This is an optimization exercise on Yosys and OpenROAD, whose aim is small area, a short achievable clock period and few clock cycles per item, not a production implementation.
The RTL was checked by simulation tests, not by an equivalence proof against the original design.
The flow treats the clock pin as an ideal source, which a real chip does not have.
Power and IR drop assume default switching activity.

**design/flow/flow/run.sh**
```bash
#!/bin/bash
# Own layout flow: the standard ORFS flow with
#  - minimum-size port buffers (every port still gets its own buffer),
#  - every pin placed by hand at one track pitch on a small die: the data
#    bits in order around the edge, each bit's pins side by side, and the
#    destination bits with the control pins,
#  - balanced fanout trees for the path-select registers,
#  - after CTS, a timing repair of the control and select paths only.
set -euo pipefail
here=$(pwd)
export BUFFER_PORTS_ARGS="-buffer_cell sky130_fd_sc_hd__buf_1"
export PRE_IO_PLACEMENT_TCL="$here/flow/pins.tcl"
export PP_CORNER=5
export PRE_RESIZE_TCL="$here/flow/resize_pre.tcl"
export POST_CTS_TCL="$here/flow/cts_post.tcl"
export TUNE_MARGIN=2.15
bash standard.sh > "$here/standard.log" 2>&1
```
**design/flow/flow/cts_post.tcl**
```tcl
# After CTS: repair the control and select paths toward a tighter target
# than the clock needs, holding the per-bit data-path cells as they are.
source [file join [file dirname [info script]] tune.tcl]
tn_hold_data_path
estimate_parasitics -placement
repair_timing -setup -setup_margin $::env(TUNE_MARGIN) -sequence "sizeup,swap" -verbose
tn_release
detailed_placement
estimate_parasitics -placement
report_wns
```
**design/flow/flow/pinplace.tcl**
```tcl
# Place every pin by hand around the die: the data bits in order around the
# edge, each bit's seven pins side by side, and the control pins with the
# destination bits (2 and 3) in the middle of the bottom edge. Pins sit on
# adjacent routing tracks; the clock pin gets a free track on both sides.
proc pp_bit_pins {j} {
  set names {}
  foreach p {data_in_port_0 ack_data data_in_port_1 data_in_port_2 data_out_port_2 data_out_port_0 data_out_port_1} {
    lappend names "$p\[$j\]"
  }
  return $names
}
proc pp_place_all {} {
  set block [ord::get_db_block]
  set dbu [$block getDbUnitsPerMicron]
  set die [$block getDieArea]
  set W [expr {double([$die xMax]) / $dbu}]
  set H [expr {double([$die yMax]) / $dbu}]
  set tech [ord::get_db_tech]
  set m2 [$tech findLayer met2]
  set m3 [$tech findLayer met3]
  # track grids
  set g2 [$block findTrackGrid $m2]
  set g3 [$block findTrackGrid $m3]
  set xs {}
  foreach x [$g2 getGridX] { lappend xs [expr {double($x) / $dbu}] }
  set ys {}
  foreach y [$g3 getGridY] { lappend ys [expr {double($y) / $dbu}] }
  set margin $::env(PP_CORNER)
  # slots counterclockwise from the middle of the bottom edge:
  # bottom (left to right from middle), right (bottom to top), top (right
  # to left), left (top to bottom), bottom (left to middle)
  set bot {}
  foreach x $xs { if {$x > $margin && $x < $W - $margin} { lappend bot $x } }
  set side {}
  foreach y $ys { if {$y > $margin && $y < $H - $margin} { lappend side $y } }
  set nb [llength $bot]
  set mid [expr {$nb / 2}]
  set slots {}
  foreach x [lrange $bot $mid end] { lappend slots [list met2 $x 0 B] }
  foreach y $side { lappend slots [list met3 $W $y R] }
  foreach x [lreverse $bot] { lappend slots [list met2 $x $H T] }
  foreach y [lreverse $side] { lappend slots [list met3 0 $y L] }
  foreach x [lrange $bot 0 [expr {$mid - 1}]] { lappend slots [list met2 $x 0 B] }
  set ns [llength $slots]
  # pin order: control group first (centred at the start), then the bits
  set ctl [pp_bit_pins 2]
  foreach p {empty_input_port_0 rd_input_port_0 empty_ack_fifo rd_ack_fifo src_router[0] - clk - rst_n src_router[1]
             we_output_port_0 we_output_port_1 we_output_port_2 empty_input_port_1 rd_input_port_1 empty_input_port_2 rd_input_port_2} {
    lappend ctl $p
  }
  set ctl [concat $ctl [pp_bit_pins 3]]
  set order {}
  for {set j 4} {$j < 256} {incr j} { set order [concat $order [pp_bit_pins $j]] }
  set order [concat $order [pp_bit_pins 0] [pp_bit_pins 1]]
  set n [expr {[llength $ctl] + [llength $order]}]
  if {$n > $ns} { error "pinplace: $n pins, $ns slots" }
  # spread the bit pins evenly over the slots left after the control group
  set nc [llength $ctl]
  set half [expr {$nc / 2}]
  set placed {}
  # control group: slots ns-half .. ns-1 and 0 .. nc-half-1
  for {set k 0} {$k < $nc} {incr k} {
    set s [expr {($ns - $half + $k) % $ns}]
    lappend placed [list [lindex $ctl $k] $s]
  }
  set first [expr {$nc - $half}]
  set last [expr {$ns - $half - 1}]
  set avail [expr {$last - $first + 1}]
  set nbits [llength $order]
  set nbit_groups [expr {$nbits / 7}]
  # each bit group keeps its pins on adjacent slots; groups are spread evenly
  set spare [expr {$avail - $nbits}]
  for {set gi 0} {$gi < $nbit_groups} {incr gi} {
    set base [expr {$first + $gi * 7 + int(double($gi) * $spare / $nbit_groups)}]
    for {set k 0} {$k < 7} {incr k} {
      lappend placed [list [lindex $order [expr {$gi * 7 + $k}]] [expr {$base + $k}]]
    }
  }
  foreach pr $placed {
    lassign $pr name s
    if {$name eq "-"} continue
    lassign [lindex $slots $s] layer x y edge
    if {$layer eq "met2"} { set sz {0.14 0.8} } else { set sz {0.8 0.3} }
    place_pin -pin_name $name -layer $layer -location [list $x $y] -pin_size $sz -force_to_die_boundary
  }
  puts "pinplace: placed [llength $placed] pins on $ns slots"
}
```
**design/flow/flow/pins.tcl**
```tcl
# Place every pin by hand (see pinplace.tcl); place_pins then has none left.
source [file join [file dirname [info script]] pinplace.tcl]
pp_place_all
```
**design/flow/flow/resize_pre.tcl**
```tcl
# Before repair_design: rebuild the select registers' fanout trees.
source [file join [file dirname [info script]] seltree.tcl]
foreach inst [[ord::get_db_block] getInsts] {
  if {![regexp {^switch_i\.sel_[ab]\\\[[0-3]\\\]\$_DFF} [$inst getName]]} continue
  foreach it [$inst getITerms] {
    if {[$it isOutputSignal] && [$it getNet] ne "NULL"} {
      st_build [[$it getNet] getName] 64 sky130_fd_sc_hd__buf_8 4 sky130_fd_sc_hd__buf_8
    }
  }
}
```
**design/flow/flow/seltree.tcl**
```tcl
# Rebuild the buffer trees of the path-select registers: loads are sorted
# around the die (the data bits sit along its edge) and cut into runs, each
# driven by a buffer at the run's centre; the runs' buffers are grouped again.
proc st_is_buf {inst} {
  set m [[$inst getMaster] getName]
  return [regexp {__(buf|clkbuf)_[0-9]+$} $m]
}
proc st_sinks {net bufs_var} {
  upvar $bufs_var bufs
  set out {}
  foreach it [$net getITerms] {
    if {![$it isInputSignal]} continue
    set inst [$it getInst]
    if {[st_is_buf $inst] && ![string match "input*" [$inst getName]] && ![string match "output*" [$inst getName]]} {
      lappend bufs $inst
      foreach o [$inst getITerms] {
        if {[$o isOutputSignal] && [$o getNet] ne "NULL"} { set out [concat $out [st_sinks [$o getNet] bufs]] }
      }
    } else {
      lappend out $it
    }
  }
  return $out
}
# a load that belongs to a data bit's mux: its gate feeds one gate that
# drives an output port buffer
proc st_out_loads {inst} {
  set r {}
  foreach o [$inst getITerms] {
    if {[$o isOutputSignal] && [$o getNet] ne "NULL"} {
      foreach l [[$o getNet] getITerms] { if {[$l isInputSignal]} { lappend r [$l getInst] } }
    }
  }
  return $r
}
proc st_is_data_load {inst} {
  set l1 [st_out_loads $inst]
  if {[llength $l1] != 1} { return 0 }
  foreach l2 [st_out_loads [lindex $l1 0]] {
    if {[string match "output*" [$l2 getName]]} { return 1 }
  }
  return 0
}
proc st_angle_sort {items cx cy} {
  # items: list of {name x y}
  set k {}
  foreach it $items {
    lassign $it n x y
    lappend k [list [expr {atan2($y - $cy, $x - $cx)}] $it]
  }
  set r {}
  foreach e [lsort -real -index 0 $k] { lappend r [lindex $e 1] }
  return $r
}
proc st_centroid {items} {
  set sx 0; set sy 0
  foreach it $items { set sx [expr {$sx + [lindex $it 1]}]; set sy [expr {$sy + [lindex $it 2]}] }
  set n [llength $items]
  return [list [expr {$sx / $n}] [expr {$sy / $n}]]
}
proc st_build {netname leaf_size leaf_cell mid_size mid_cell {root_cell ""}} {
  set mids {}
  set block [ord::get_db_block]
  set dbu [$block getDbUnitsPerMicron]
  set die [$block getDieArea]
  set cx [expr {([$die xMin] + [$die xMax]) / 2.0 / $dbu}]
  set cy [expr {([$die yMin] + [$die yMax]) / 2.0 / $dbu}]
  set net [$block findNet $netname]
  set bufs {}
  st_sinks $net bufs
  if {[llength $bufs] > 0} {
    set names {}
    foreach b $bufs { lappend names [$b getName] }
    remove_buffers {*}$names
  }
  set net [$block findNet $netname]
  set items {}
  foreach it [$net getITerms] {
    if {![$it isInputSignal]} continue
    set inst [$it getInst]
    if {![st_is_data_load $inst]} continue
    set b [$inst getBBox]
    lappend items [list "[$inst getName]/[[$it getMTerm] getName]" [expr {([$b xMin] + [$b xMax]) / 2.0 / $dbu}] [expr {([$b yMin] + [$b yMax]) / 2.0 / $dbu}]]
  }
  set items [st_angle_sort $items $cx $cy]
  set n [llength $items]
  set nleaf [expr {int(ceil(double($n) / $leaf_size))}]
  set leaves {}
  for {set g 0} {$g < $nleaf} {incr g} {
    set lo [expr {int(round(double($g) * $n / $nleaf))}]
    set hi [expr {int(round(double($g + 1) * $n / $nleaf)) - 1}]
    set chunk [lrange $items $lo $hi]
    set pins {}
    foreach c $chunk { lappend pins [lindex $c 0] }
    lassign [st_centroid $chunk] x y
    set bname "seltree_[regsub -all {[^A-Za-z0-9]} $netname _]_l$g"
    set rb [insert_buffer -buffer_cell $leaf_cell -net [get_nets $netname] -load_pins [get_pins $pins] -location [list $x $y] -buffer_name $bname]
    lappend leaves [list "[get_full_name $rb]/A" $x $y]
  }
  if {$mid_size > 0 && [llength $leaves] >= $mid_size} {
    set leaves [st_angle_sort $leaves $cx $cy]
    set n [llength $leaves]
    set nmid [expr {int(ceil(double($n) / $mid_size))}]
    for {set g 0} {$g < $nmid} {incr g} {
      set lo [expr {int(round(double($g) * $n / $nmid))}]
      set hi [expr {int(round(double($g + 1) * $n / $nmid)) - 1}]
      set chunk [lrange $leaves $lo $hi]
      set pins {}
      foreach c $chunk { lappend pins [lindex $c 0] }
      lassign [st_centroid $chunk] x y
      set bname "seltree_[regsub -all {[^A-Za-z0-9]} $netname _]_m$g"
      set rb [insert_buffer -buffer_cell $mid_cell -net [get_nets $netname] -load_pins [get_pins $pins] -location [list $x $y] -buffer_name $bname]
      lappend mids [list "[get_full_name $rb]/A" $x $y]
    }
    if {$root_cell ne ""} {
      set pins {}
      foreach c $mids { lappend pins [lindex $c 0] }
      lassign [st_centroid $mids] x y
      set bname "seltree_[regsub -all {[^A-Za-z0-9]} $netname _]_r"
      insert_buffer -buffer_cell $root_cell -net [get_nets $netname] -load_pins [get_pins $pins] -location [list $x $y] -buffer_name $bname
    }
  }
}
```
**design/flow/flow/tune.tcl**
```tcl
# Timing repair aimed at the control and select paths only: the data-path
# cells (port buffers and the per-bit mux gates) are held as they are, the
# rest is repaired toward a tighter target than the clock needs.
proc tn_driver_inst {net} {
  foreach it [$net getITerms] {
    if {[$it isOutputSignal]} { return [$it getInst] }
  }
  return ""
}
proc tn_hold_data_path {} {
  set block [ord::get_db_block]
  set held 0
  foreach bt [$block getBTerms] {
    set name [$bt getName]
    set net [$bt getNet]
    if {$net eq "NULL"} continue
    if {[regexp {^data_out_port_[0-9]\[([0-9]+)\]$} $name -> bit]} {
      # output buffer, the gate driving it, and that gate's drivers
      set ob [tn_driver_inst $net]
      if {$ob eq ""} continue
      set todo [list $ob]
      set level 0
      set frontier [list $ob]
      while {$level < 2} {
        set next {}
        foreach inst $frontier {
          foreach it [$inst getITerms] {
            if {![$it isInputSignal]} continue
            set n [$it getNet]
            if {$n eq "NULL"} continue
            set d [tn_driver_inst $n]
            if {$d ne "" && [[$d getMaster] isSequential] == 0 && ![string match "seltree*" [$d getName]] && [llength [$n getITerms]] <= 4} {
              lappend next $d
            }
          }
        }
        set todo [concat $todo $next]
        set frontier $next
        incr level
      }
      foreach inst $todo { $inst setDoNotTouch 1; incr held }
    } elseif {[regexp {^(data_in_port_[0-9]|ack_data)\[([0-9]+)\]$} $name -> p bit]} {
      if {$bit == 2 || $bit == 3} continue
      foreach it [$net getITerms] { [$it getInst] setDoNotTouch 1; incr held }
    }
  }
  puts "tune: holding $held data-path instances"
}
proc tn_release {} {
  foreach inst [[ord::get_db_block] getInsts] { if {[$inst isDoNotTouch]} { $inst setDoNotTouch 0 } }
}
```
**design/flow/standard.sh**
```bash
#!/bin/bash
# synth_recipe.tcl (not shown) runs the flow's synth.tcl, then flattens the netlist and writes it again
# the make line also repeats each setting of config.mk as NAME=value (left out here)
make -C /OpenROAD-flow-scripts/flow DESIGN_CONFIG=/design/flow/config.mk WORK_HOME=/design/flow/orfs CLKGATE_MAP_FILE= SYNTH_SCRIPT=/design/flow/synth_recipe.tcl "${@:-finish}"
```
**design/flow/config.mk**
```make
export PLATFORM = sky130hd
export DESIGN_NAME = router_switch
export DESIGN_NICKNAME = router_switch
export VERILOG_FILES = /design/flow/design.v
export SDC_FILE = /design/flow/constraint.sdc
export NUM_CORES = 8
export LEC_CHECK = 0
export CAP_MARGIN = 20
export CELL_PAD_IN_SITES_DETAIL_PLACEMENT = 1
export CELL_PAD_IN_SITES_GLOBAL_PLACEMENT = 1
export CORE_AREA = 5 5 315 315
export DIE_AREA = 0 0 320 320
export SLEW_MARGIN = 20
export SYNTH_HIERARCHICAL = 1
```
**design/flow/constraint.sdc**
```tcl
create_clock -name core_clock -period 5.0 [get_ports {clk}]
set_input_delay 1.0000 -clock core_clock [delete_from_list [all_inputs] [get_ports {clk}]]
set_output_delay 1.0000 -clock core_clock [all_outputs]
set_load 0.01 [all_outputs]
```
**design/flow/design.v**
```verilog
module switch
#(
    parameter ROUTER_WIDTH = 2,
    parameter AURORA_WIDTH = 256
)(
    input clk,
    input rst_n,
    input [ROUTER_WIDTH - 1:0] src_router,
    input empty_input_port_0,
    input [AURORA_WIDTH - 1:0] data_in_port_0,
    output rd_input_port_0,
    input empty_ack_fifo,
    input [AURORA_WIDTH - 1:0] ack_data,
    output rd_ack_fifo,
    input empty_input_port_1,
    input [AURORA_WIDTH - 1:0] data_in_port_1,
    output rd_input_port_1,
    input empty_input_port_2,
    input [AURORA_WIDTH - 1:0] data_in_port_2,
    output rd_input_port_2,
    output we_output_port_0,
    output [AURORA_WIDTH - 1:0] data_out_port_0,
    output we_output_port_1,
    output [AURORA_WIDTH - 1:0] data_out_port_1,
    output we_output_port_2,
    output [AURORA_WIDTH - 1:0] data_out_port_2
);
wire [AURORA_WIDTH - 1:0] din [0:3];
assign din[0] = data_in_port_0;
assign din[1] = ack_data;
assign din[2] = data_in_port_1;
assign din[3] = data_in_port_2;
wire [3:0] empty = {empty_input_port_2, empty_input_port_1, empty_ack_fifo, empty_input_port_0};
reg [3:0] held;     
reg [3:0] sel_a;    
reg [3:0] sel_b;    
reg [3:0] first;    
reg [3:0] to2;            
reg [3:0] to2_n;
always @(*) begin
    case (src_router)
        2'd0: to2_n = 4'b0110;
        2'd1: to2_n = 4'b1100;
        2'd2: to2_n = 4'b1001;
        default: to2_n = 4'b0011;
    endcase
end
wire [3:0] to1 = {to2[2:0], to2[3]} & ~to2;
wire [3:0] to0 = ~to2 & ~to1;
wire [3:0] dec [0:3];
wire [3:0] is2;
genvar g;
generate
    for (g = 0; g < 4; g = g + 1) begin : g_route
        dst_decode dec_i (.dst(din[g][3:2]), .dec(dec[g]));
        and_or #(.N(4)) is2_i (.t(to2), .s(dec[g]), .y(is2[g]));
    end
endgenerate
wire [15:0] t2 = {to2 & {4{sel_a[3]}}, to2 & {4{sel_a[2]}}, to2 & {4{sel_a[1]}}, to2 & {4{sel_a[0]}}};
wire [15:0] t1 = {to1 & {4{sel_b[3]}}, to1 & {4{sel_b[2]}}, to1 & {4{sel_b[1]}}, to1 & {4{sel_b[0]}}};
wire [15:0] t0 = {to0 & {4{sel_b[3]}}, to0 & {4{sel_b[2]}}, to0 & {4{sel_b[1]}}, to0 & {4{sel_b[0]}}};
wire [3:0] miss2, miss1, miss0;
generate
    for (g = 0; g < 4; g = g + 1) begin : g_we
        nor_and #(.N(4)) m2 (.t(t2[4*g +: 4]), .s(dec[g]), .y(miss2[g]));
        nor_and #(.N(4)) m1 (.t(t1[4*g +: 4]), .s(dec[g]), .y(miss1[g]));
        nor_and #(.N(4)) m0 (.t(t0[4*g +: 4]), .s(dec[g]), .y(miss0[g]));
    end
endgenerate
nand_4 we2_i (.a(miss2), .y(we_output_port_2));
nand_4 we1_i (.a(miss1), .y(we_output_port_1));
nand_4 we0_i (.a(miss0), .y(we_output_port_0));
wire [3:0] rd_tab [0:3];
wire [3:0] rd;
generate
    for (g = 0; g < 4; g = g + 1) begin : g_rd
        assign rd_tab[g] = (to2 & {4{sel_a[g]}}) | (~to2 & {4{sel_b[g]}});
        and_or_or #(.N(4)) rd_i (.t(rd_tab[g]), .s(dec[g]), .e(~held[g]), .y(rd[g]));
    end
endgenerate
assign rd_input_port_0 = rd[0];
assign rd_ack_fifo     = rd[1];
assign rd_input_port_1 = rd[2];
assign rd_input_port_2 = rd[3];
genvar b;
generate
    for (b = 0; b < AURORA_WIDTH; b = b + 1) begin : g_bit
        mux4_onehot mux_a (.d({din[3][b], din[2][b], din[1][b], din[0][b]}), .s(sel_a), .y(data_out_port_2[b]));
        mux4_onehot mux_b (.d({din[3][b], din[2][b], din[1][b], din[0][b]}), .s(sel_b), .y(data_out_port_0[b]));
    end
endgenerate
assign data_out_port_1 = data_out_port_0;
wire [3:0] ka  = held & ~sel_a & is2;
wire [3:0] kb  = held & ~sel_b & ~is2;
wire [3:0] pop = ~empty & (~held | (is2 & sel_a) | (~is2 & sel_b));
reg [3:0] ahead [0:3];    
integer i, j, c;
always @(*) begin
    for (i = 0; i < 4; i = i + 1)
        for (j = 0; j < 4; j = j + 1) begin
            ahead[i][j] = 1'b0;
            for (c = 0; c < 4; c = c + 1)
                if (((j - c) & 3) < ((i - c) & 3))
                    ahead[i][j] = ahead[i][j] | first[c];
        end
end
reg [3:0] ka_first, kb_first, pop_first, pop_last;
always @(*) begin
    for (i = 0; i < 4; i = i + 1) begin
        ka_first[i]  = ka[i]  & ~|(ka  & ahead[i]);
        kb_first[i]  = kb[i]  & ~|(kb  & ahead[i]);
        pop_first[i] = pop[i] & ~|(pop & ahead[i]);
        pop_last[i]  = pop[i];
        for (j = 0; j < 4; j = j + 1)
            if (j != i) pop_last[i] = pop_last[i] & ~(pop[j] & ahead[j][i]);
    end
end
wire [3:0] next_a = ka_first | ({4{~|ka}} & pop_first);
wire [3:0] next_b = kb_first | ({4{~|kb}} & pop_last);
wire [3:0] held_n = pop | ka | kb;
always @(posedge clk or negedge rst_n) begin
    if (!rst_n) begin
        held  <= 4'd0;
        sel_a <= 4'd0;
        sel_b <= 4'd0;
        first <= 4'b0001;
        to2   <= 4'd0;
    end else begin
        held  <= held_n;
        sel_a <= next_a;
        sel_b <= next_b;
        first <= {first[2:0], first[3]};
        to2   <= to2_n;
    end
end
endmodule
module dst_decode (
    input [1:0] dst,
    output [3:0] dec
);
assign dec = {dst == 2'd3, dst == 2'd2, dst == 2'd1, dst == 2'd0};
endmodule
module and_or #(
    parameter N = 4
) (
    input [N-1:0] t,
    input [N-1:0] s,
    output y
);
assign y = |(t & s);
endmodule
module mux4_onehot (
    input [3:0] d,
    input [3:0] s,
    output y
);
wire n012;
wire n3;
nor_and3 g0 (.d(d[2:0]), .s(s[2:0]), .y(n012));
nand_2 g1 (.a(d[3]), .b(s[3]), .y(n3));
assign y = ~(n012 & n3);
endmodule
module nand_2 (
    input a,
    input b,
    output y
);
assign y = ~(a & b);
endmodule
module nor_and3 (
    input [2:0] d,
    input [2:0] s,
    output y
);
assign y = ~|(d & s);
endmodule
module and_or_or #(
    parameter N = 4
) (
    input [N-1:0] t,
    input [N-1:0] s,
    input e,
    output y
);
assign y = |(t & s) | e;
endmodule
module nor_and #(
    parameter N = 4
) (
    input [N-1:0] t,
    input [N-1:0] s,
    output y
);
assign y = ~|(t & s);
endmodule
module nand_4 (
    input [3:0] a,
    output y
);
assign y = ~&a;
endmodule
module routing_table
#(
    parameter ROUTER_WIDTH = 2
)(
    input [ROUTER_WIDTH - 1:0] src_router,
    input [ROUTER_WIDTH - 1:0] pkt_dst_router,
    output reg [ROUTER_WIDTH - 1:0] next_router
);
localparam ROUTER0 = 2'b00;
localparam ROUTER1 = 2'b01;
localparam ROUTER2 = 2'b10;
localparam ROUTER3 = 2'b11;
always @(*) begin
    case (src_router)
        ROUTER0: begin
            if (pkt_dst_router == ROUTER1) begin
                next_router = ROUTER1; 
            end
            else if (pkt_dst_router == ROUTER2) begin
                next_router = ROUTER1; 
            end
            else if (pkt_dst_router == ROUTER3) begin
                next_router = ROUTER3; 
            end
            else begin
                next_router = ROUTER0; 
            end
        end
        ROUTER1: begin
            if (pkt_dst_router == ROUTER0) begin
                next_router = ROUTER0; 
            end
            else if (pkt_dst_router == ROUTER2) begin
                next_router = ROUTER2;
            end
            else if (pkt_dst_router == ROUTER3) begin
                next_router = ROUTER2;
            end
            else begin
                next_router = ROUTER1;
            end
        end
        ROUTER2: begin
            if (pkt_dst_router == ROUTER0) begin
                next_router = ROUTER3;
            end
            else if (pkt_dst_router == ROUTER1) begin
                next_router = ROUTER1;
            end
            else if (pkt_dst_router == ROUTER3) begin
                next_router = ROUTER3;
            end
            else begin
                next_router = ROUTER2;
            end
        end
        ROUTER3: begin
            if (pkt_dst_router == ROUTER0) begin
                next_router = ROUTER0;
            end
            else if (pkt_dst_router == ROUTER1) begin
                next_router = ROUTER0;
            end
            else if (pkt_dst_router == ROUTER2) begin
                next_router = ROUTER2;
            end
            else begin
                next_router = ROUTER3;
            end
        end
        default: begin
            next_router = src_router;  
        end
    endcase
end
endmodule
module router_switch
#(
    parameter ROUTER_WIDTH = 2,
    parameter AURORA_WIDTH = 256
)(
    input clk,
    input rst_n,
    input [ROUTER_WIDTH - 1:0] src_router,
    input empty_input_port_0,
    input [AURORA_WIDTH - 1:0] data_in_port_0,
    output rd_input_port_0,
    input empty_ack_fifo,
    input [AURORA_WIDTH - 1:0] ack_data,
    output rd_ack_fifo,
    input empty_input_port_1,
    input [AURORA_WIDTH - 1:0] data_in_port_1,
    output rd_input_port_1,
    input empty_input_port_2,
    input [AURORA_WIDTH - 1:0] data_in_port_2,
    output rd_input_port_2,
    output we_output_port_0,
    output [AURORA_WIDTH - 1:0] data_out_port_0,
    output we_output_port_1,
    output [AURORA_WIDTH - 1:0] data_out_port_1,
    output we_output_port_2,
    output [AURORA_WIDTH - 1:0] data_out_port_2
);
switch #(
    .ROUTER_WIDTH(ROUTER_WIDTH),
    .AURORA_WIDTH(AURORA_WIDTH)
) switch_i (
    .clk(clk),
    .rst_n(rst_n),
    .src_router(src_router),
    .empty_input_port_0(empty_input_port_0),
    .data_in_port_0(data_in_port_0),
    .rd_input_port_0(rd_input_port_0),
    .empty_ack_fifo(empty_ack_fifo),
    .ack_data(ack_data),
    .rd_ack_fifo(rd_ack_fifo),
    .empty_input_port_1(empty_input_port_1),
    .data_in_port_1(data_in_port_1),
    .rd_input_port_1(rd_input_port_1),
    .empty_input_port_2(empty_input_port_2),
    .data_in_port_2(data_in_port_2),
    .rd_input_port_2(rd_input_port_2),
    .we_output_port_0(we_output_port_0),
    .data_out_port_0(data_out_port_0),
    .we_output_port_1(we_output_port_1),
    .data_out_port_1(data_out_port_1),
    .we_output_port_2(we_output_port_2),
    .data_out_port_2(data_out_port_2)
);
endmodule
```
==> results of run 1 <==
-- sequential cells by signal, indices dropped and copies added (netlist names) --
signal,count
switch_i.to2,4
switch_i.held,4
switch_i.sel_a,4
switch_i.first,4
switch_i.sel_b,4
-- layer usage --
metal	up-vias	track usage [%]	share of wire (%)
li1	11464	-	-
met4	0	13.5	7.4
met3	421	4.03	9.3
met2	1858	33.1	49
met5	-	0	0
met1	12489	20.6	34
-- Yosys stat by module, one instance, submodules excluded, excerpt --
module | copies in the design | flops+latches | area, sq um
nand_4 | 3 | 0 | 6.26
nor_and3 | 512 | 0 | 10.0
nand_2 | 512 | 0 | 3.75
dst_decode | 4 | 0 | 26.3
mux4_onehot | 512 | 0 | 3.75
-- final cells by class, without the clock buffers --
type | instances | share of cell area (%)
Multi-Input combinational cell | 1769 | 51.6
Timing Repair Buffer | 1847 | 36.9
Tap cell | 1265 | 7.66
Sequential cell | 20 | 2.59
Antenna cell | 51 | 0.618
Inverter | 15 | 0.272
-- cells in the mapped netlist (all sizes together) (2+ instances only) --
cell type     n
nand2b        7
nor2         28
o21ai         6
a22o         13
ha            4
mux2          3
a32o          2
o211ai        3
a221oi       13
nor2b         5
or2           3
and2         39
o41ai         3
nor3b         4
a222oi      516
a22oi         9
or4           2
nand4         3
and3b         4
clkbuf        9
nand2      1045
buf         259
and2b         4
o21a          2
a21o          7
a21oi        15
nand3         2
nor3          7
or3           3
dfrtp        19
inv          15
-- worst register-to-register path: stages (launching register included) --
cell and delay (ps):
dfrtp_1 610, a22oi_1 260, nand2_1 160, mux2i_1 170, a21oi_1 620, inv_1 190
o41ai_1 370
-- power by group --
| group | switching, uW | total, uW | internal [uW] | leakage, uW |
|---|---|---|---|---|
| Combinational | 9300 | 13600 | 4310 | 0.00732 |
| Clock | 59.4 | 168 | 109 | 0.0000385 |
| Sequential | 135 | 361 | 226 | 0.000229 |
-- kinds of logic (layout without fill, tap and decap cells) --
kind of cell,after synthesis,in the layout
AOI/OAI and AO/OA,601,601
adders and majority gates,4,4
buffers and inverters,283,1866
DFF,20,20
muxes,4,4
other,0,51
and+or+nand+nor,1160,1160
-- metrics by stage --
stage | hold WS, ps | area (sq um)
finish | 490 | 20700
global route | 493 | 20700
detailed placement | 480 | 20200
global placement | 490 | 20100
floorplan | 352 | 13200
-- worst paths after layout --
path                                   startpoint                end  slack (ps)  cells past startpoint
worst max register to register    switch_i.to2[3]  switch_i.sel_b[3]        2510                      6
worst min register to register  switch_i.first[0]  switch_i.first[1]         490                      0
worst max-delay path                  ack_data[2]   we_output_port_2        1940                      5
min in group asynchronous                   rst_n    switch_i.to2[0]         720                      2
worst min-delay path            switch_i.first[0]  switch_i.first[1]         490                      0
max in group asynchronous                   rst_n  switch_i.first[0]        3980                      2
==> results.json, run 1 <==
{
  "final_nets": 4692,
  "syn_area_sq_mm": 0.0131,
  "grt_pass1_wl_um": 159000,
  "crit_path_cell_trace": "buf_8, and2b_2, a221oi_2, nand4_1, buf_2",
  "netlist.area_leader.share_pct": 39.3,
  "synth_area_leaders": "a222oi_1 (39%), nand2_1 (30%), buf_4 (15%)",
  "firstDrtPassIters": 17,
  "avgSynthCellArea_sq_um": 6.35,
  "clk_pin_slew_ps": 60,
  "grt_max_degree": 65,
  "cp-start-kind": "input pin",
  "area_delta_synth_final_pct": 57.2,
  "powerDensity_mw_per_mm2": 684,
  "gp_congestion": 1.00,
  "drc": 0,
  "post-route-util_pct": 21.7,
  "rsz0062_at_grt": "false",
  "slew_viol_final": 0,
  "yosys_warnings": 9,
  "portBuffers": 1806,
  "worst-path-buf-inv": 2,
  "arrival_ps": 2060,
  "ir_drop_uv": 405,
  "track_usage_pct": 19.1,
  "synthAdderAreaFrac_pct": 0.381,
  "layout_commonest_cell": "buf_1",
  "die_x_um": 320,
  "wl_per_cell_um": 22.7,
  "total_leakage_power_uw": 0.00759,
  "worst_slew_pin_slew_ps": 751,
  "path_delay_family": "simple AND/OR/NAND/NOR gates",
  "ys.flop_type": "dfrtp_1",
  "synth_xor_xnor_area_share_pct": 0,
  "yosysTopAreaCell": "a222oi_1",
  "wl_um": 113000,
  "crit_required_ps": 4000,
  "synth-simple-area-share_pct": 35.2,
  "synth_enable_flop_cells": 0,
  "regArea_sq_um": 536,
  "crit_fanout": 6,
  "dp_slack_ps": 1750,
  "start_util_pct": 13.8,
  "drt_first_iter_violations": 4146,
  "rows": 113,
  "skew_ps": 1.89,
  "fin_crit_ps": 3060,
  "via_count": 26232,
  "min_path_type": "reg -> reg",
  "final_cells": 4971,
  "relSlewSlack_pct": 50.0,
  "final_cell_mix": "buf_1 (1791), nand2_1 (1045), a222oi_1 (516), and2_1 (31)",
  "synth_nets": 3108,
  "core_area_sq_mm": 0.0952,
  "setup_viol": 0,
  "critPathSlowestCell": "a221oi_2",
  "ios": 0,
  "grt_overflow": 0,
  "cts_sinks": 20,
  "fillCellCount": 12737,
  "synth_compound_area_share_pct": 44.8,
  "synthCells": 2072,
  "dp.cells": 4916,
  "max_cap_violations": 0,
  "tns_ps": 0,
  "multi_input_area_sq_mm": 0.0107,
  "ant_nets": 0,
  "critPathKind": "in -> out",
  "yosysSeqAreaShare_pct": 3.82,
  "final-hold-violation-count": 0,
  "die_h_um": 320,
  "fin_ws_ps": 1940,
  "clock_latency_ps": 250,
  "synth_top_family_by_area": "compound AO/OA/AOI/OAI gates",
  "dieArea_sq_mm": 0.102,
  "dp_hpwl_um": 87000,
  "via_per_inst": 5.28,
  "end_kind": "output pin",
  "grt_pass1_vias": 25995,
  "layout-drive-gt1-share_pct": 3.26,
  "async_flop_share_pct": 100,
  "grt_antenna_before_repair": 45,
  "ys_types": 57,
  "cp_slowest_stage_delay_ps": 320,
  "ys_ff_latch": 20,
  "run_status": "finished clean",
  "max_freq_mhz": 326,
  "synth.area.mux_share_pct": 0.333,
  "finalPower_uw": 14100,
  "fin_crit_sh_pct": 61.3,
  "tritoncts": "built"
}
Testbench counts, summed over its fixed seeds: cycles 1,175, items 1,920.
==> run 2: changes to the inputs <==
--- a/design/flow/flow/run.sh
+++ b/design/flow/flow/run.sh
@@ -13,5 +13,5 @@
 export PP_CORNER=5
 export PRE_RESIZE_TCL="$here/flow/resize_pre.tcl"
 export POST_CTS_TCL="$here/flow/cts_post.tcl"
-export TUNE_MARGIN=2.15
+export TUNE_MARGIN=1.85
 bash standard.sh > "$here/standard.log" 2>&1
==> results.json, run 2 <==
{
  "run_status": "finished clean",
  "netlist.area_leader.share_pct": 39.3,
  "async_flop_share_pct": 100,
  "critPathKind": "in -> out",
  "dieArea_sq_mm": 0.102,
  "ys.flop_type": "dfrtp_1",
  "final_cells": 4969,
  "yosysSeqAreaShare_pct": 3.82,
  "slew_viol_final": 0,
  "grt_pass1_wl_um": 159000,
  "ys_types": 57,
  "clock_latency_ps": 250,
  "grt_overflow": 0,
  "yosys_warnings": 9,
  "synth_area_leaders": "a222oi_1 (39%), nand2_1 (30%), buf_4 (15%)",
  "grt_pass1_vias": 25931,
  "fin_crit_sh_pct": 63.4,
  "wl_per_cell_um": 22.8,
  "skew_ps": 2.68,
  "ant_nets": 0,
  "rsz0062_at_grt": "false",
  "powerDensity_mw_per_mm2": 685,
  "finish.instance_area_sq_mm": 0.0204,
  "ys_ff_latch": 20,
  "crit_fanout": 6,
  "area_delta_synth_final_pct": 55.0,
  "fin_crit_ps": 3170,
  "start_util_pct": 13.8,
  "min_path_type": "reg -> reg",
  "final-hold-violation-count": 0,
  "worst_slew_pin_slew_ps": 749,
  "post-route-util_pct": 21.4,
  "syn_area_sq_mm": 0.0131,
  "crit_required_ps": 4000,
  "relSlewSlack_pct": 50.1,
  "avgSynthCellArea_sq_um": 6.35,
  "layout-drive-gt1-share_pct": 2.60,
  "via_per_inst": 5.30,
  "dp.cells": 4916,
  "portBuffers": 1806,
  "placed_area_sq_mm": 0.0202,
  "yosysMostFrequentCell": "nand2_1",
  "die_x_um": 320,
  "cts_sinks": 20,
  "drt_first_iter_violations": 4218,
  "final_cell_mix": "buf_1 (1802), nand2_1 (1045), a222oi_1 (516), buf_8 (40), and2_1 (31)",
  "total_leakage_power_uw": 0.00746,
  "tritoncts": "built",
  "finalPower_uw": 14000,
  "dp_hpwl_um": 87000,
  "firstDrtPassIters": 23,
  "cp-start-kind": "input pin",
  "ir_drop_uv": 406,
  "end_kind": "output pin",
  "ff2ff_setup_slack_ps": 2500,
  "tns_ps": 0,
  "fillCellCount": 12764,
  "synth_nets": 3108,
  "critPathSlowestCell": "a22o_1",
  "gp_congestion": 1.00,
  "crit_path_cell_trace": "buf_1, nor2_1, a22o_1, a221oi_2, nand4_1, buf_1",
  "clk_pin_slew_ps": 60,
  "cp_common_cell": "buf_1",
  "track_usage_pct": 19.0,
  "yosysTopAreaCell": "a222oi_1",
  "grt_antenna_before_repair": 42,
  "setup_viol": 0,
  "core_area_sq_mm": 0.0952,
  "synthCells": 2072,
  "final_nets": 4692,
  "wl_um": 113000,
  "layout_commonest_cell": "buf_1",
  "synth_enable_flop_cells": 0,
  "rows": 113,
  "max_freq_mhz": 315,
  "ys_top_cells_by_count": "nand2_1 (1045), a222oi_1 (516), buf_4 (256)",
  "arrival_ps": 2170,
  "max_cap_violations": 0,
  "drc": 0,
  "multi_input_area_sq_mm": 0.0106,
  "ios": 0,
  "via_count": 26311,
  "die_h_um": 320,
  "grt_max_degree": 65,
  "cp_slowest_stage_delay_ps": 240,
  "regArea_sq_um": 532
}
## run 2: cell counts after synthesis
No cell type changed its count.
## run 2: final timing paths
check                                        from                 to  cells after the start
max in group asynchronous                   rst_n  switch_i.first[0]                      2
worst max-delay path            data_in_port_2[3]   we_output_port_2                      6
worst min-delay path            switch_i.first[0]  switch_i.first[1]                      0
worst min register to register  switch_i.first[0]  switch_i.first[1]                      0
worst max register to register    switch_i.to2[2]  switch_i.sel_a[0]                      6
min in group asynchronous                   rst_n    switch_i.to2[0]                      2
## run 2: where the power goes
part | internal [uW] | leakage, uW | switching, uW
Combinational | 4150 | 0.00719 | 9280
Clock | 109 | 0.0000385 | 59.6
Sequential | 225 | 0.000232 | 133
## run 2: cell type report, without the clock buffers
type	count	share of cell area, %
Multi-Input combinational cell	1769	52.1
Sequential cell	20	2.61
Antenna cell	49	0.602
Inverter	15	0.276
Tap cell	1265	7.77
Timing Repair Buffer	1847	36.3
## run 2: layer usage
| metal | track usage (%) | wire, um | part of all wire (%) |
|---|---|---|---|
| met5 | 0 | 0 | 0 |
| met4 | 13.5 | 8450 | 7.5 |
| met3 | 4.05 | 10500 | 9.3 |
| met2 | 33.0 | 55500 | 49 |
| met1 | 20.6 | 38600 | 34 |
## run 2: critical path: cells and delay by family
kind | cells | cell delay (ps)
buf+inv | 2 | 380
simple gates | 2 | 340
compound gates | 2 | 450
## run 2: cell families (layout without fill, tap and decap cells)
family | Yosys count | count (layout) | synth area share (%)
fa+ha+maj | 4 | 4 | 0.381
other cells | 0 | 49 | 0
mux | 4 | 4 | 0.333
flops | 20 | 20 | 3.82
simple gates | 1160 | 1160 | 35.2
buf+inv | 283 | 1866 | 15.5
compound gates | 601 | 601 | 44.8
## run 2: per-module statistics from Yosys, one instance, submodules excluded, a selection
module,flops+latches,area [sq um],times used,cells inside
dst_decode,0,26.3,4,4
mux4_onehot,0,3.75,512,1
nand_2,0,3.75,512,1
nand_4,0,6.26,3,1
nor_and3,0,10.0,512,1
## run 2: through the flow
stage          worst slack (ps)  hold WS (ps)
6_report                   1830           492
5_1_grt                    1720           493
3_5_place_dp               1750           480
3_3_place_gp               1750           490
2_1_floorplan               869           352
==> run 3: changes to the inputs <==
--- a/design/flow/flow/run.sh
+++ b/design/flow/flow/run.sh
@@ -13,5 +13,5 @@
 export PP_CORNER=5
 export PRE_RESIZE_TCL="$here/flow/resize_pre.tcl"
 export POST_CTS_TCL="$here/flow/cts_post.tcl"
-export TUNE_MARGIN=1.85
+export TUNE_MARGIN=2.0
 bash standard.sh > "$here/standard.log" 2>&1
==> results.json, run 3 <==
{
  "max_freq_mhz": 326,
  "placed_area_sq_mm": 0.0202,
  "cp-start-kind": "input pin",
  "synth_enable_flop_cells": 0,
  "crit_required_ps": 4000,
  "area_delta_synth_final_pct": 56.1,
  "hold_path_end": "switch_i.first[1]",
  "ant_nets": 0,
  "rsz0062_at_grt": "false",
  "finish.instance_area_sq_mm": 0.0205,
  "syn_area_sq_mm": 0.0131,
  "skew_ps": 1.76,
  "synth_area_leaders": "a222oi_1 (39%), nand2_1 (30%), buf_4 (15%)",
  "die_x_um": 320,
  "relSlewSlack_pct": 50.5,
  "start_util_pct": 13.8,
  "critPathKind": "in -> out",
  "powerDensity_mw_per_mm2": 683,
  "yosysMostFrequentCell": "nand2_1",
  "max_cap_violations": 0,
  "grt_overflow": 0,
  "yosysSeqAreaShare_pct": 3.82,
  "grt_max_degree": 65,
  "end_kind": "output pin",
  "yosysTopAreaCell": "a222oi_1",
  "fin_crit_sh_pct": 61.3,
  "r2r-start": "switch_i.to2[3]",
  "cts_sinks": 20,
  "portBuffers": 1806,
  "final_cells": 4971,
  "drc": 0,
  "synthCells": 2072,
  "run_status": "finished clean",
  "avgSynthCellArea_sq_um": 6.35,
  "dp_slack_ps": 1750,
  "slew_viol_final": 0,
  "tns_ps": 0,
  "ys_ff_latch": 20,
  "firstDrtPassIters": 15,
  "via_count": 26192,
  "grt_antenna_before_repair": 43,
  "holdPathStages": 0,
  "fillCellCount": 12752,
  "final-hold-violation-count": 0,
  "ys_top_cells_by_count": "nand2_1 (1045), a222oi_1 (516), buf_4 (256)",
  "ys.flop_type": "dfrtp_1",
  "clock_latency_ps": 250,
  "setup_viol": 0,
  "die_h_um": 320,
  "track_usage_pct": 19.0,
  "layout_commonest_cell": "buf_1",
  "via_per_inst": 5.27,
  "tritoncts": "built",
  "core_area_sq_mm": 0.0952,
  "clk_pin_slew_ps": 60,
  "ff2ff_setup_slack_ps": 2500,
  "drt_first_iter_violations": 4073,
  "crit_fanout": 6,
  "final_nets": 4692,
  "gp_congestion": 1.00,
  "wl_um": 113000,
  "total_leakage_power_uw": 0.00753,
  "dieArea_sq_mm": 0.102,
  "ys_types": 57,
  "ir_drop_uv": 406,
  "async_flop_share_pct": 100,
  "fin_crit_ps": 3060,
  "rows": 113,
  "dp_hpwl_um": 87000,
  "min_path_type": "reg -> reg",
  "grt_pass1_vias": 26005,
  "yosys_warnings": 9,
  "ios": 0,
  "worst_slew_pin_slew_ps": 742,
  "r2r-end": "switch_i.sel_b[1]",
  "wl_per_cell_um": 22.7,
  "synth_nets": 3108,
  "arrival_ps": 2060,
  "layout-drive-gt1-share_pct": 3.04,
  "dp.cells": 4916,
  "hold_start": "switch_i.first[0]",
  "netlist.area_leader.share_pct": 39.3,
  "final_cell_mix": "buf_1 (1796), nand2_1 (1045), a222oi_1 (516), buf_8 (32), and2_1 (31)",
  "grt_pass1_wl_um": 159000,
  "fin_ws_ps": 1940,
  "reg2reg_depth": 6
}
==> run 3: power breakdown <==
group | switching [uW] | internal [uW]
Combinational | 9280 | 4210
Clock | 60.1 | 109
Sequential | 135 | 226
==> run 3: worst max path at each step <==
stage	start	end	slack, ps	cells past startpoint
2_1_floorplan	switch_i.sel_b[1]	we_output_port_1	870	6
3_3_place_gp	data_in_port_2[2]	switch_i.sel_b[3]	1750	8
3_5_place_dp	data_in_port_2[2]	switch_i.sel_b[3]	1750	8
5_1_grt	switch_i.sel_a[0]	data_out_port_2[5]	1850	5
6_report	ack_data[2]	we_output_port_2	1940	5
==> run 3: worst max-delay path, cell delays in order <==
cell and delay [ps]:
buf_8 90, and2b_2 270, a221oi_2 320, nand4_1 190
buf_2 190
==> run 3: Yosys stat by module, one instance, submodules excluded, a selection <==
module       copies in the design  flops+latches  area [sq um]  cells
dst_decode                      4              0          26.3      4
nor_and3                      512              0          10.0      1
nand_4                          3              0          6.26      1
mux4_onehot                   512              0          3.75      1
nand_2                        512              0          3.75      1
==> run 3: routing by layer <==
metal | global-route usage, % | part of all wire, %
met2 | 33.1 | 49
met1 | 20.6 | 34
met3 | 3.95 | 9.3
met5 | 0 | 0
met4 | 13.5 | 7.5
==> run 3: cell families after synthesis <==
| logic type | share of synthesized area [%] |
|---|---|
| and+or+nand+nor | 35.2 |
| buffers and inverters | 15.5 |
| DFF | 3.82 |
| muxes | 0.333 |
| adders and majority gates | 0.381 |
| AOI/OAI and AO/OA | 44.8 |
==> run 3: stage by stage <==
step           power [uW]  hold slack (ps)  utilization (%)
6_report            14000              488             21.6
5_1_grt             14900              493             21.6
3_5_place_dp        13600              480             21.2
3_3_place_gp        13500              490             21.1
2_1_floorplan        9390              352                -
==> run 3: area by class of cell, without the clock buffers <==
cell class	count	area (sq um)	area share, %
well taps	1265	1580	7.71
diodes	51	128	0.622
flip-flops and latches	20	534	2.60
inverters	15	56.3	0.274
multi-input cells	1769	10700	51.9
repair buffers	1847	7500	36.5
==> run 4: changes to the inputs <==
--- a/design/flow/flow/run.sh
+++ b/design/flow/flow/run.sh
@@ -13,5 +13,5 @@
 export PP_CORNER=5
 export PRE_RESIZE_TCL="$here/flow/resize_pre.tcl"
 export POST_CTS_TCL="$here/flow/cts_post.tcl"
-export TUNE_MARGIN=2.0
+export TUNE_MARGIN=2.3
 bash standard.sh > "$here/standard.log" 2>&1
==> design/flow/flow/resize_pre.tcl (replaced) <==
# Before repair_design: rebuild the select registers' fanout trees.
source [file join [file dirname [info script]] seltree.tcl]
foreach inst [[ord::get_db_block] getInsts] {
  if {![regexp {^switch_i\.sel_[ab]\\\[[0-3]\\\]\$_DFF} [$inst getName]]} continue
  foreach it [$inst getITerms] {
    if {[$it isOutputSignal] && [$it getNet] ne "NULL"} {
      st_build [[$it getNet] getName] 64 sky130_fd_sc_hd__buf_12 4 sky130_fd_sc_hd__buf_8
    }
  }
}
==> results.json, run 4 <==
{
  "synth_enable_flop_cells": 0,
  "grt_util_met1_pct": 20.7,
  "die_x_um": 320,
  "ff2ff_setup_slack_ps": 2700,
  "relSlewSlack_pct": 48.8,
  "start_util_pct": 13.8,
  "yosys_warnings": 9,
  "worst-path-buf-inv": 3,
  "max_freq_mhz": 327,
  "crit_path_cell_trace": "buf_12, buf_16, a222oi_1, nand2_1, buf_1",
  "avgSynthCellArea_sq_um": 6.35,
  "cts_sinks": 20,
  "cp-start-kind": "flip-flop",
  "clk_pin_slew_ps": 60,
  "cp-endpoint": "data_out_port_2[100]",
  "crit_required_ps": 4000,
  "path_depth": 5,
  "drt_first_iter_violations": 4237,
  "rsz0062_at_grt": "false",
  "core_area_sq_mm": 0.0952,
  "use_met2_pct": 33.3,
  "track_usage_pct": 19.1,
  "layout-drive-gt1-share_pct": 3.45,
  "dp_slack_ps": 1760,
  "ant_nets": 0,
  "async_flop_share_pct": 100,
  "via_per_inst": 5.29,
  "final_cell_mix": "buf_1 (1792), nand2_1 (1045), a222oi_1 (516), buf_12 (32), and2_1 (31)",
  "r2r-end": "switch_i.sel_b[1]",
  "final-hold-violation-count": 0,
  "powerDensity_mw_per_mm2": 685,
  "run_status": "finished clean",
  "end_kind": "output pin",
  "fin_crit_ps": 3060,
  "critPathKind": "reg -> out",
  "rows": 113,
  "grt_pass1_vias": 26067,
  "layout_commonest_cell": "buf_1",
  "ys_ff_latch": 20,
  "intPower_uw": 4680,
  "seqPwrFrac_pct": 2.6,
  "grt_pass1_wl_um": 160000,
  "yosysMostFrequentCell": "nand2_1",
  "netlist.area_leader.share_pct": 39.3,
  "r2r-start": "switch_i.to2[2]",
  "tns_ps": 0,
  "ys_top_cells_by_count": "nand2_1 (1045), a222oi_1 (516), buf_4 (256)",
  "p_clk_share_pct": 1.2,
  "yosysTopAreaCell": "a222oi_1",
  "comb_power_share_pct": 96.2,
  "drc": 0,
  "grt_antenna_before_repair": 45,
  "startpoint": "switch_i.sel_a[0]",
  "dp.cells": 4916,
  "path_delay_family": "buffers and inverters",
  "fin_ws_ps": 1940,
  "arrival_ps": 2060,
  "dp_hpwl_um": 87500,
  "area_delta_synth_final_pct": 57.8,
  "grt_max_degree": 65,
  "synth_nets": 3108,
  "ys_types": 57,
  "total_leakage_power_uw": 0.00759,
  "wl_per_cell_um": 22.8,
  "skew_ps": 4.94,
  "fin_crit_sh_pct": 61.3,
  "syn_area_sq_mm": 0.0131,
  "portBuffers": 1806,
  "critPathSlowestCell": "dfrtp_4",
  "grt_busiest_layer": "met2",
  "yosysSeqAreaShare_pct": 3.82,
  "wl_um": 113000,
  "switching_power_uw": 9530,
  "met3_usage_pct": 4.02,
  "worst_slew_pin_slew_ps": 767,
  "grt_overflow": 0,
  "ys.flop_type": "dfrtp_1",
  "switching_share_pct": 67.0,
  "ir_drop_uv": 350,
  "dieArea_sq_mm": 0.102,
  "reg2reg_depth": 6,
  "setup_viol": 0,
  "ios": 0,
  "slew_viol_final": 0,
  "firstDrtPassIters": 17,
  "final_cells": 4978,
  "post-route-util_pct": 21.8,
  "synthCells": 2072,
  "die_h_um": 320,
  "tritoncts": "built",
  "gp_congestion": 1.00,
  "cp_slowest_stage_delay_ps": 550,
  "min_path_type": "reg -> reg",
  "via_count": 26333,
  "clock_latency_ps": 260,
  "max_cap_violations": 0,
  "crit_fanout": 64,
  "synth_area_leaders": "a222oi_1 (39%), nand2_1 (30%), buf_4 (15%)",
  "finalPower_uw": 14200,
  "final_nets": 4692
}
-- run 4: cell counts after synthesis --
Identical to the previous run, type by type.
-- run 4: modules after synthesis, one instance, submodules excluded, excerpt --
module,flip-flops and latches,cell area [sq um]
nor_and3,0,10.0
dst_decode,0,26.3
nand_2,0,3.75
nand_4,0,6.26
mux4_onehot,0,3.75
-- run 4: worst min-delay path by stage --
stage                                 start                end  slack, ps  depth (start not counted)
after detailed placement  switch_i.first[0]  switch_i.first[1]        480                          0
after global placement    switch_i.first[0]  switch_i.first[1]        490                          0
final                     switch_i.first[0]  switch_i.first[1]        490                          0
after global routing      switch_i.first[0]  switch_i.first[1]        490                          0
after floorplan           switch_i.first[2]  switch_i.first[3]        350                          0
-- run 4: logic make-up after synthesis --
family,count (synthesis),share of synthesized area [%]
flip-flops,20,3.82
adder cells (fa/ha/maj),4,0.381
AO/OA/AOI/OAI,601,44.8
buffers and inverters,283,15.5
AND/OR/NAND/NOR,1160,35.2
multiplexers,4,0.333
-- run 4: cell type report, without the clock buffers --
type	instances	area (sq um)
fillers	12721	74400
multi-input cells	1769	10700
repair buffers	1847	7660
well taps	1265	1580
flip-flops and latches	20	537
diodes	58	145
inverters	15	56.3
-- run 4: power by group through the flow --
stage | logic, uW | registers (uW) | clock network, uW
floorplan | 7770 | 1620 | 0
global placement | 12600 | 849 | 0
detailed placement | 13400 | 366 | 0
global route | 14500 | 375 | 179
finish | 13700 | 364 | 170
-- run 4: stage by stage --
step | hold WS [ps] | cell area [sq um]
after floorplan | 352 | 13200
after global placement | 490 | 20100
after global routing | 492 | 20700
final | 488 | 20700
after detailed placement | 484 | 20300
-- run 4: per-layer routing --
| layer | wire, um | part of all wire, % |
|---|---|---|
| met5 | 0 | 0 |
| met4 | 8260 | 7.3 |
| met3 | 10900 | 9.6 |
| met2 | 56400 | 50 |
| met1 | 37900 | 33 |
==> run 5: changes to the inputs <==
--- a/design/flow/design.v
+++ b/design/flow/design.v
@@ -56,26 +56,23 @@
         and_or #(.N(4)) is2_i (.t(to2), .s(dec[g]), .y(is2[g]));
     end
 endgenerate
+wire [15:0] dec_all = {dec[3], dec[2], dec[1], dec[0]};
 wire [15:0] t2 = {to2 & {4{sel_a[3]}}, to2 & {4{sel_a[2]}}, to2 & {4{sel_a[1]}}, to2 & {4{sel_a[0]}}};
 wire [15:0] t1 = {to1 & {4{sel_b[3]}}, to1 & {4{sel_b[2]}}, to1 & {4{sel_b[1]}}, to1 & {4{sel_b[0]}}};
 wire [15:0] t0 = {to0 & {4{sel_b[3]}}, to0 & {4{sel_b[2]}}, to0 & {4{sel_b[1]}}, to0 & {4{sel_b[0]}}};
-wire [3:0] miss2, miss1, miss0;
+and_or #(.N(16)) we2_i (.t(t2), .s(dec_all), .y(we_output_port_2));
+and_or #(.N(16)) we1_i (.t(t1), .s(dec_all), .y(we_output_port_1));
+and_or #(.N(16)) we0_i (.t(t0), .s(dec_all), .y(we_output_port_0));
+wire [3:0] rd_tab [0:3];
+wire [3:0] rd;
 generate
-    for (g = 0; g < 4; g = g + 1) begin : g_we
-        nor_and #(.N(4)) m2 (.t(t2[4*g +: 4]), .s(dec[g]), .y(miss2[g]));
-        nor_and #(.N(4)) m1 (.t(t1[4*g +: 4]), .s(dec[g]), .y(miss1[g]));
-        nor_and #(.N(4)) m0 (.t(t0[4*g +: 4]), .s(dec[g]), .y(miss0[g]));
+    for (g = 0; g < 4; g = g + 1) begin : g_rd_tab
+        assign rd_tab[g] = {4{~held[g]}} | (to2 & {4{sel_a[g]}}) | (~to2 & {4{sel_b[g]}});
     end
 endgenerate
-nand_4 we2_i (.a(miss2), .y(we_output_port_2));
-nand_4 we1_i (.a(miss1), .y(we_output_port_1));
-nand_4 we0_i (.a(miss0), .y(we_output_port_0));
-wire [3:0] rd_tab [0:3];
-wire [3:0] rd;
 generate
     for (g = 0; g < 4; g = g + 1) begin : g_rd
-        assign rd_tab[g] = (to2 & {4{sel_a[g]}}) | (~to2 & {4{sel_b[g]}});
-        and_or_or #(.N(4)) rd_i (.t(rd_tab[g]), .s(dec[g]), .e(~held[g]), .y(rd[g]));
+        and_or #(.N(4)) rd_i (.t(rd_tab[g]), .s(dec[g]), .y(rd[g]));
     end
 endgenerate
 assign rd_input_port_0 = rd[0];
@@ -174,31 +171,6 @@
 );
 assign y = ~|(d & s);
 endmodule
-module and_or_or #(
-    parameter N = 4
-) (
-    input [N-1:0] t,
-    input [N-1:0] s,
-    input e,
-    output y
-);
-assign y = |(t & s) | e;
-endmodule
-module nor_and #(
-    parameter N = 4
-) (
-    input [N-1:0] t,
-    input [N-1:0] s,
-    output y
-);
-assign y = ~|(t & s);
-endmodule
-module nand_4 (
-    input [3:0] a,
-    output y
-);
-assign y = ~&a;
-endmodule
 module routing_table
 #(
     parameter ROUTER_WIDTH = 2
==> design/flow/flow/run.sh (replaced) <==
#!/bin/bash
# Own layout flow: the standard ORFS flow with
#  - minimum-size port buffers (every port still gets its own buffer),
#  - every pin placed by hand, close together on a small die: the data
#    bits in order around the edge, each bit's pins side by side, and the
#    destination bits with the control pins,
#  - balanced fanout trees for the path-select registers,
#  - after CTS, a timing repair of the control and select paths only.
set -euo pipefail
here=$(pwd)
export BUFFER_PORTS_ARGS="-buffer_cell sky130_fd_sc_hd__buf_1"
export PRE_IO_PLACEMENT_TCL="$here/flow/pins.tcl"
export PP_CORNER=5
export PP_STEP2=1
export PP_STEP3=1
export PRE_RESIZE_TCL="$here/flow/resize_pre.tcl"
export POST_CTS_TCL="$here/flow/cts_post.tcl"
export TUNE_MARGIN=1.97
bash standard.sh > "$here/standard.log" 2>&1
--- a/design/flow/flow/pinplace.tcl
+++ b/design/flow/flow/pinplace.tcl
@@ -1,7 +1,8 @@
 # Place every pin by hand around the die: the data bits in order around the
 # edge, each bit's seven pins side by side, and the control pins with the
-# destination bits (2 and 3) in the middle of the bottom edge. Pins sit on
-# adjacent routing tracks; the clock pin gets a free track on both sides.
+# destination bits (2 and 3) in the middle of the bottom edge. One routing
+# track (or PP_STEP2 / PP_STEP3 tracks on met2 / met3) between pins; the
+# clock pin gets free slots on both sides.
 proc pp_bit_pins {j} {
   set names {}
   foreach p {data_in_port_0 ack_data data_in_port_1 data_in_port_2 data_out_port_2 data_out_port_0 data_out_port_1} {
@@ -29,10 +30,14 @@
   # slots counterclockwise from the middle of the bottom edge:
   # bottom (left to right from middle), right (bottom to top), top (right
   # to left), left (top to bottom), bottom (left to middle)
+  set step2 $::env(PP_STEP2)
+  set step3 $::env(PP_STEP3)
   set bot {}
-  foreach x $xs { if {$x > $margin && $x < $W - $margin} { lappend bot $x } }
+  set k 0
+  foreach x $xs { if {$x > $margin && $x < $W - $margin} { if {$k % $step2 == 0} { lappend bot $x }; incr k } }
   set side {}
-  foreach y $ys { if {$y > $margin && $y < $H - $margin} { lappend side $y } }
+  set k 0
+  foreach y $ys { if {$y > $margin && $y < $H - $margin} { if {$k % $step3 == 0} { lappend side $y }; incr k } }
   set nb [llength $bot]
   set mid [expr {$nb / 2}]
   set slots {}
==> design/flow/flow/resize_pre.tcl (replaced) <==
# Before repair_design: rebuild the select registers' fanout trees.
source [file join [file dirname [info script]] seltree.tcl]
foreach inst [[ord::get_db_block] getInsts] {
  if {![regexp {^switch_i\.sel_[ab]\\\[[0-3]\\\]\$_DFF} [$inst getName]]} continue
  foreach it [$inst getITerms] {
    if {[$it isOutputSignal] && [$it getNet] ne "NULL"} {
      st_build [[$it getNet] getName] 64 sky130_fd_sc_hd__buf_8 4 sky130_fd_sc_hd__buf_8
    }
  }
}
--- a/design/flow/config.mk
+++ b/design/flow/config.mk
@@ -6,9 +6,8 @@
 export NUM_CORES = 8
 export LEC_CHECK = 0
 export CAP_MARGIN = 20
-export CELL_PAD_IN_SITES_DETAIL_PLACEMENT = 1
-export CELL_PAD_IN_SITES_GLOBAL_PLACEMENT = 1
 export CORE_AREA = 5 5 315 315
 export DIE_AREA = 0 0 320 320
+export PLACE_DENSITY = 0.35
 export SLEW_MARGIN = 20
 export SYNTH_HIERARCHICAL = 1
==> results.json, run 5 <==
{
  "run_status": "finished clean",
  "layout_commonest_cell": "buf_1",
  "synthCells": 2070,
  "clock_latency_ps": 260,
  "rows": 113,
  "dieArea_sq_mm": 0.102,
  "fillCellCount": 11175,
  "crit_required_ps": 4000,
  "p_clk_share_pct": 1.6,
  "ys_top_cells_by_count": "nand2_1 (1046), a222oi_1 (512), buf_4 (256)",
  "grt_max_degree": 65,
  "arrival_ps": 2140,
  "die_h_um": 320,
  "track_usage_pct": 18.9,
  "final_nets": 4689,
  "syn_area_sq_mm": 0.0132,
  "max_freq_mhz": 318,
  "worst_slew_pin_slew_ps": 712,
  "drc": 0,
  "synth_area_leaders": "a222oi_1 (39%), nand2_1 (30%), buf_4 (15%)",
  "core_area_sq_mm": 0.0952,
  "grt_pass1_wl_um": 155000,
  "portBuffers": 1806,
  "yosysSeqAreaShare_pct": 3.81,
  "tritoncts": "built",
  "grt_overflow": 0,
  "switching_power_uw": 9510,
  "fin_crit_ps": 3140,
  "yosys_warnings": 9,
  "start_util_pct": 13.8,
  "gp_congestion": 0.976,
  "die_x_um": 320,
  "powerDensity_mw_per_mm2": 686,
  "area_delta_synth_final_pct": 56.4,
  "comb_power_share_pct": 95.8,
  "switching_share_pct": 67.4,
  "drt_first_iter_violations": 4543,
  "slew_viol_final": 0,
  "ios": 0,
  "wl_um": 113000,
  "yosysMostFrequentCell": "nand2_1",
  "total_leakage_power_uw": 0.00750,
  "final-hold-violation-count": 0,
  "dp_hpwl_um": 85700,
  "rsz0062_at_grt": "false",
  "wl_per_cell_um": 22.7,
  "cp-start-kind": "input pin",
  "intPower_uw": 4610,
  "final_cell_mix": "buf_1 (1796), nand2_1 (1045), a222oi_1 (512), and2_1 (35), nor2_1 (33)",
  "skew_ps": 5.75,
  "ir_drop_uv": 411,
  "max_cap_violations": 0,
  "synth_enable_flop_cells": 0,
  "seqPwrFrac_pct": 2.7,
  "async_flop_share_pct": 100,
  "critPathKind": "in -> out",
  "fin_hold_ws_ps": 505,
  "setup_viol": 0,
  "netlist.area_leader.share_pct": 39.0,
  "ys.flop_type": "dfrtp_1",
  "post-route-util_pct": 21.6,
  "synth_nets": 3106,
  "fin_crit_sh_pct": 62.9,
  "end_kind": "output pin",
  "grt_pass1_vias": 24356,
  "layout-drive-gt1-share_pct": 2.88,
  "finalPower_uw": 14100,
  "tns_ps": 0,
  "cts_sinks": 20,
  "firstDrtPassIters": 19,
  "avgSynthCellArea_sq_um": 6.35,
  "via_count": 26123,
  "finish.instance_area_sq_mm": 0.0206,
  "grt_antenna_before_repair": 58,
  "ys_ff_latch": 20,
  "yosysTopAreaCell": "a222oi_1",
  "clk_pin_slew_ps": 60,
  "crit_fanout": 6,
  "ant_nets": 0,
  "placed_area_sq_mm": 0.0202,
  "relSlewSlack_pct": 52.5,
  "via_per_inst": 5.24,
  "ys_types": 54,
  "min_path_type": "reg -> reg"
}
## run 5: changes by cell type in the layout (fill, tap and decap cells not counted), moves of 5 or more
cell / delta
nand3b_1: +5
nand2b_1: -6
diode_2: +13
a21o_1: -7
a211o_1: +8
nor2_1: +8
and2_2: -7
buf_8: +23
buf_6: -6
a22oi_1: +8
buf_12: -24
## run 5: layout make-up, without the clock buffers
class | count | area [sq um] | area share [%]
Timing Repair Buffer | 1847 | 7470 | 36.3
Clock inverter | 1 | 30.0 | 0.146
Antenna cell | 71 | 178 | 0.864
Tap cell | 1265 | 1580 | 7.69
Multi-Input combinational cell | 1770 | 10700 | 51.8
Sequential cell | 20 | 532 | 2.58
Inverter | 11 | 41.3 | 0.201
## run 5: power by group through the flow
stage	Clock [uW]	Combinational (uW)	Sequential [uW]
floorplan	0	7800	1620
global placement	0	12600	1010
detailed placement	0	13200	382
global route	237	14400	386
finish	221	13500	378
## run 5: Yosys stat by module, one instance, submodules excluded, excerpt
module / cell area, sq um / copies in the design / cells inside
mux4_onehot: 3.75 / 512 / 1
dst_decode: 26.3 / 4 / 4
nand_2: 3.75 / 512 / 1
nor_and3: 10.0 / 512 / 1
## run 5: worst max-delay path: stages
cell and delay (ps):
buf_8 80, and2b_2 250, a22o_1 240, a221oi_2 200, nand4_1 170, buf_2 190
## run 5: kinds of logic after synthesis
logic type | synth area share [%]
AOI/OAI and AO/OA | 45.1
buffers and inverters | 15.4
DFF | 3.81
muxes | 0.0761
and+or+nand+nor | 35.2
adders and majority gates | 0.381
## run 5: path summary, 6_finish.rpt
| kind | start | end | slack [ps] | depth (start not counted) |
|---|---|---|---|---|
| min in group asynchronous | rst_n | switch_i.first[1] | 710 | 2 |
| max in group asynchronous | rst_n | switch_i.first[0] | 4020 | 2 |
| max reg2reg | switch_i.to2[3] | switch_i.sel_a[2] | 2560 | 6 |
| min reg2reg | switch_i.first[2] | switch_i.first[3] | 510 | 0 |
| max | data_in_port_0[2] | we_output_port_0 | 1860 | 6 |
| min | switch_i.first[2] | switch_i.first[3] | 510 | 0 |
## run 5: metrics by stage
stage | setup WS [ps] | cells
floorplan | 838 | 2070
global placement | 1610 | 4905
detailed placement | 1590 | 4913
global route | 1770 | 4975
finish | 1860 | 4988
## run 5: routing by layer
| metal | up-vias | global-route usage (%) | routed length, um |
|---|---|---|---|
| met5 | - | 0 | 0 |
| met4 | 0 | 13.7 | 8100 |
| met3 | 357 | 4.09 | 11300 |
| met2 | 1960 | 33.1 | 56200 |
| met1 | 12308 | 20.2 | 37500 |
| li1 | 11498 | - | - |
Testbench counts of run 5, summed over its fixed seeds: cycles 1,175, items 1,920.

[port drivers added, routing unchanged]
The results above use ideal ports. As a check the final layouts listed here were re-extracted and re-timed, cells and wires unchanged.
Step 1 (the two cells are an assumption about what drives the block):
set clk [get_ports {clk}]
set_driving_cell -lib_cell sky130_fd_sc_hd__clkbuf_16 $clk
set_driving_cell -lib_cell sky130_fd_sc_hd__buf_2 [delete_from_list [all_inputs] $clk]
Step 2, shift: input delay + t, output delay - t, t = (earliest + latest rising clock arrival at the registers) / 2. This alone moves slack from input paths to output paths.
Slacks: ideal ports / drivers / drivers and shift; pairs: ideal ports / drivers.
| run | shift t [ns] | setup WS [ns] | hold slack, ns | pins driven straight from the clock port |
|---|---|---|---|---|
| run 1 | 0.292 | 1.937 / 1.861 / 1.790 | 0.490 / 0.490 / 0.490 | 1 |
| run 2 | 0.292 | 1.829 / 1.782 / 1.696 | 0.492 / 0.492 / 0.492 | 1 |
| run 3 | 0.293 | 1.936 / 1.859 / 1.763 | 0.488 / 0.488 / 0.488 | 1 |
| run 4 | 0.299 | 1.937 / 1.889 / 1.865 | 0.488 / 0.488 / 0.488 | 1 |
| run 5 | 0.300 | 1.855 / 1.781 / 1.692 | 0.505 / 0.505 / 0.505 | 1 |
After both steps every run listed still meets setup and hold. The setup slack of run 3, which loses most, moves by -0.077 ns with the drivers and by -0.173 ns with both steps.
